This is an optimization exercise on Yosys and OpenROAD, whose aim is small area, not a production implementation. Function was checked by simulation only, so behaviour that the tests miss may differ from the original.

== rev 12 ==
==> flow/design.v (excerpt) <==
module filter (
input logic clk, enable,
input logic signed [15:0] inData,
output logic signed [15:0] outData
);
logic [15:0] x [0:31];
always_ff @(posedge clk)
    if (enable) begin
        x[0] <= inData;
        for (int k = 1; k < 32; k++) x[k] <= x[k-1];
    end
  ...
Size: ~2,600 cells after synthesis, roughly 690 flip-flops, about 34 I/O pins.
==> flow/config.mk <==
export PLATFORM = sky130hd
export DESIGN_NAME = filter
export DESIGN_NICKNAME = filter
export VERILOG_FILES = /design/flow/design.v
export SDC_FILE = /design/flow/constraint.sdc
export NUM_CORES = 4
export LEC_CHECK = 0
export CAP_MARGIN = 20
export CORE_MARGIN = 2
export CORE_UTILIZATION = 45
export CTS_BUF_LIST = sky130_fd_sc_hd__clkbuf_16
export CTS_CLUSTER_DIAMETER = 60
export CTS_CLUSTER_SIZE = 30
export GPL_TIMING_DRIVEN = 0
export SLEW_MARGIN = 20
export SYNTH_HIERARCHICAL = 1
==> flow/constraint.sdc <==
create_clock -name core_clock -period 6.5 [get_ports {clk}]
set_input_delay 1.3000 -clock core_clock [delete_from_list [all_inputs] [get_ports {clk}]]
set_output_delay 1.3000 -clock core_clock [all_outputs]
set_load 0.01 [all_outputs]
run.sh (not shown) runs the stock make flow with config.mk's settings and CLKGATE_MAP_FILE= SYNTH_SCRIPT=/design/flow/synth_recipe.tcl, a recipe that flattens the netlist after the stock synthesis.
Inputs modified between rev 12 and rev 13:
Settings: a deleted CTS_CLUSTER_DIAMETER that had been 60; a deleted CTS_CLUSTER_SIZE that had been 30; a change of CTS_BUF_LIST from sky130_fd_sc_hd__clkbuf_16 to sky130_fd_sc_hd__clkbuf_4.
--- outcome ---
Diff rev 12 -> rev 13 | wire length | up slightly. Row non-clock buffer instance count of the final layout: rev 13 lower / rev 12 higher. Looking at rev 12 and rev 13, the hold slack is a wash. ~same register fraction of the total cell area in rev 12 and rev 13. Rev 13 ends up with a worst endpoint required time that is 0.53 ns higher than in rev 12. Summary of rev 13 over rev 12: share of layout cells above drive strength 1 grew by 5.3 points; worst setup slack shrank by 0.017 ns; design area held steady.

========
== lane 1 ==
Starting RTL as in the previous note.
export LEC_CHECK = 0
export CAP_MARGIN = 20
export CORE_MARGIN = 2
export CORE_UTILIZATION = 45
export CTS_BUF_LIST = sky130_fd_sc_hd__clkbuf_8
export CTS_CLUSTER_DIAMETER = 50
export CTS_CLUSTER_SIZE = 20
export GPL_TIMING_DRIVEN = 0
export SLEW_MARGIN = 20
export SYNTH_HIERARCHICAL = 1
create_clock -name core_clock -period 6.5 [get_ports {clk}]
The inputs of lane 2 differ from those of lane 1 as listed below.
- CTS_CLUSTER_DIAMETER: 50 -> 60
- CTS_CLUSTER_SIZE: 20 -> 26
==> comparison <==
- Lane 2 went all the way through the flow, and no timing, DRC or antenna check failed.
- Lane 2 has overall routing resource usage below what lane 1 had.
- Worst setup path startpoint = x[11][9]: lane 2; worst setup path startpoint = x[4][9]: lane 1
- Compared with lane 1, in lane 2 worst hold slack lost 0.0076 ns; number of non-clock buffers in the layout higher.
- Between lane 1 and lane 2, the difference in number of instances in the placed design is negligible.
Edits applied to the flow inputs when going from lane 2 to lane 3:
- changing CTS_CLUSTER_DIAMETER from 60 to 50
- changing CTS_CLUSTER_SIZE from 26 to 20
- changing CORE_UTILIZATION from 45 to 65
Results
Per the comparison of lane 3 with lane 2, layout buffer count excluding clock buffers fell by about 4.5%, met3 track demand over resource rose by 3.8 points, synthesis-to-layout area growth dropped 0.69 points. Going from lane 2 to lane 3, core utilization grows by 22 points. Standard cell core area (lane 3 / lane 2): 0.69. Going from lane 2 to lane 3, the final standard cell area without fillers was found to have gone down by 360 sq um.

========
## v29
filter, a different RTL version from the one above (not shown whole).
For scale: ~2500 cells after synthesis, about 690 flip-flops, roughly 34 I/O pins.
clock: 6.5 ns
lec_check: 0
cap_margin: 5
core_margin: 2
core_utilization: 45
cts_buf_list: sky130_fd_sc_hd__clkbuf_8
cts_cluster_diameter: 50
cts_cluster_size: 20
gpl_timing_driven: 0
slew_margin: 5
synth_hierarchical: 1
Looking at the reports, v29 completed the entire flow and the layout it produced met the timing, design-rule and antenna checks.
Inputs modified between v29 and v5:
# v29
export LEC_CHECK = 0
export CAP_MARGIN = 5
export CORE_MARGIN = 2
export CORE_UTILIZATION = 45
export CTS_BUF_LIST = sky130_fd_sc_hd__clkbuf_8
export CTS_CLUSTER_DIAMETER = 50
export CTS_CLUSTER_SIZE = 20
export GPL_TIMING_DRIVEN = 0
export SLEW_MARGIN = 5
export SYNTH_HIERARCHICAL = 1
create_clock -name core_clock -period 6.5 [get_ports {clk}]
# v5
export LEC_CHECK = 0
export CAP_MARGIN = 20
export CORE_MARGIN = 2
export CORE_UTILIZATION = 45
export CTS_BUF_LIST = sky130_fd_sc_hd__clkbuf_8
export CTS_CLUSTER_DIAMETER = 55
export CTS_CLUSTER_SIZE = 22
export GPL_TIMING_DRIVEN = 0
export PLACE_DENSITY = 0.88
export SLEW_MARGIN = 20
export SYNTH_HIERARCHICAL = 1
create_clock -name core_clock -period 6.5 [get_ports {clk}]
==> comparison <==
- v5 vs. v29: maximum number of pins on one net before global-route repair now smaller, number of standard cells in the final layout excluding fillers moved down, final core utilization down 0.29 points.
- For v29, the launch point of the worst path was x[14][4], unlike v5, where it was x[14][11].
- Compared to v29, the router laid down less metal wire for v5.
- Between v29 and v5, area of all placed cells without fillers decreased.
- Summary — met2 layer wire length in the routed design, v5 relative to v29: lower, by 11000 um.
- [compare] base=v29 new=v5: total area of multi-input combinational cells level; first-pass GRT wire length fell by about 6%; final hold slack has increased.
Here is what was changed in the inputs of v14 compared with v5.
# v5
export LEC_CHECK = 0
export CAP_MARGIN = 20
export CORE_MARGIN = 2
export CORE_UTILIZATION = 45
export CTS_BUF_LIST = sky130_fd_sc_hd__clkbuf_8
export CTS_CLUSTER_DIAMETER = 55
export CTS_CLUSTER_SIZE = 22
export GPL_TIMING_DRIVEN = 0
export PLACE_DENSITY = 0.88
export SLEW_MARGIN = 20
export SYNTH_HIERARCHICAL = 1
create_clock -name core_clock -period 6.5 [get_ports {clk}]
# v14
export LEC_CHECK = 0
export CAP_MARGIN = 20
export CORE_MARGIN = 2
export CORE_UTILIZATION = 58
export CTS_BUF_LIST = sky130_fd_sc_hd__clkbuf_8
export CTS_CLUSTER_DIAMETER = 55
export CTS_CLUSTER_SIZE = 22
export GPL_TIMING_DRIVEN = 0
export PLACE_DENSITY = 0.8
export SLEW_MARGIN = 20
export SYNTH_HIERARCHICAL = 1
create_clock -name core_clock -period 6.5 [get_ports {clk}]
## What came out
Between v14 and v5, it is v14 whose routed wire length is higher, by 6100 um. v14 | stages: all done | timing, DRC, antenna: all pass. v14 -> v5: CTS sink count delta 0, exact match. Diff v5..v14 | number of gates resized after cts | negligible. Number of cells traversed by the worst register-to-register path for v14: 1 down relative to v5. In v14, average wire length per cell after detail routing is higher than in v5. v14 vs v5 — final worst slack dropped 0.053 ns. In the metrics for v5 and v14, the one carrying the higher required time of the critical path is v14.
--- input diff v14..v3 ---
# v14
export LEC_CHECK = 0
export CAP_MARGIN = 20
export CORE_MARGIN = 2
export CORE_UTILIZATION = 58
export CTS_BUF_LIST = sky130_fd_sc_hd__clkbuf_8
export CTS_CLUSTER_DIAMETER = 55
export CTS_CLUSTER_SIZE = 22
export GPL_TIMING_DRIVEN = 0
export PLACE_DENSITY = 0.8
export SLEW_MARGIN = 20
export SYNTH_HIERARCHICAL = 1
create_clock -name core_clock -period 6.5 [get_ports {clk}]
# v3
export LEC_CHECK = 0
export CAP_MARGIN = 20
export CORE_MARGIN = 2
export CORE_UTILIZATION = 45
export CTS_BUF_LIST = sky130_fd_sc_hd__clkbuf_8
export CTS_CLUSTER_DIAMETER = 55
export CTS_CLUSTER_SIZE = 22
export GPL_TIMING_DRIVEN = 0
export PLACE_DENSITY = 0.75
export SLEW_MARGIN = 20
export SYNTH_HIERARCHICAL = 1
create_clock -name core_clock -period 6.5 [get_ports {clk}]
### Flow results
Against v14 as the reference, v3 delivers a lower highest fanout seen on the critical path. Looking only at clock latency on the worst-skew pair, and setting everything else aside, the lower value of v14 and v3 goes to v3. v3 packs its core looser than v14. v14 tops out at a lower clock frequency than v3. v3 gives less data arrival time of the critical path than v14 did. Final setup slack of the worst path: v3 higher than v14.

-- what the ideal ports hide --
How much do the figures lean on ideal ports? The routed layouts below were timed once more, with nothing changed but the port constraints. Step 1 (the two cells are an assumption about what drives the block):
set clk [get_ports {clk}]
set_driving_cell -lib_cell sky130_fd_sc_hd__clkbuf_16 $clk
set_driving_cell -lib_cell sky130_fd_sc_hd__buf_2 [delete_from_list [all_inputs] $clk]
Step 2 also shifts input and output timing later by t, the mid clock arrival at the registers, as if the neighbouring blocks saw the same clock. a / b / c = ideal / step 1 / step 2; a / b = the first two.
| run | t, ns | setup slack, ns | clock arrival spread, ns | worst slew at a driven data input, ns | pins driven straight from the clock port |
|---|---|---|---|---|---|
| rev 12 | 0.738 | 0.106 / 0.106 / 0.106 | 0.044 / 0.044 | 0.05 | 1 |
| rev 13 | 1.224 | 0.090 / 0.090 / 0.090 | 0.096 / 0.096 | 0.05 | 1 |
| lane 1 | 0.904 | 0.065 / 0.065 / 0.065 | 0.070 / 0.069 | 0.05 | 1 |
| lane 2 | 0.820 | 0.094 / 0.094 / 0.094 | 0.064 / 0.064 | 0.05 | 1 |
| lane 3 | 0.804 | 0.089 / 0.089 / 0.089 | 0.058 / 0.058 | 0.05 | 1 |
| v29 | 0.828 | 0.153 / 0.153 / 0.153 | 0.058 / 0.058 | 0.05 | 1 |
| v5 | 0.786 | 0.181 / 0.181 / 0.181 | 0.070 / 0.070 | 0.05 | 1 |
| v14 | 0.822 | 0.128 / 0.128 / 0.128 | 0.057 / 0.057 | 0.05 | 1 |
| v3 | 0.786 | 0.167 / 0.167 / 0.167 | 0.078 / 0.078 | 0.05 | 1 |
After both steps setup and hold are still met in every run listed.
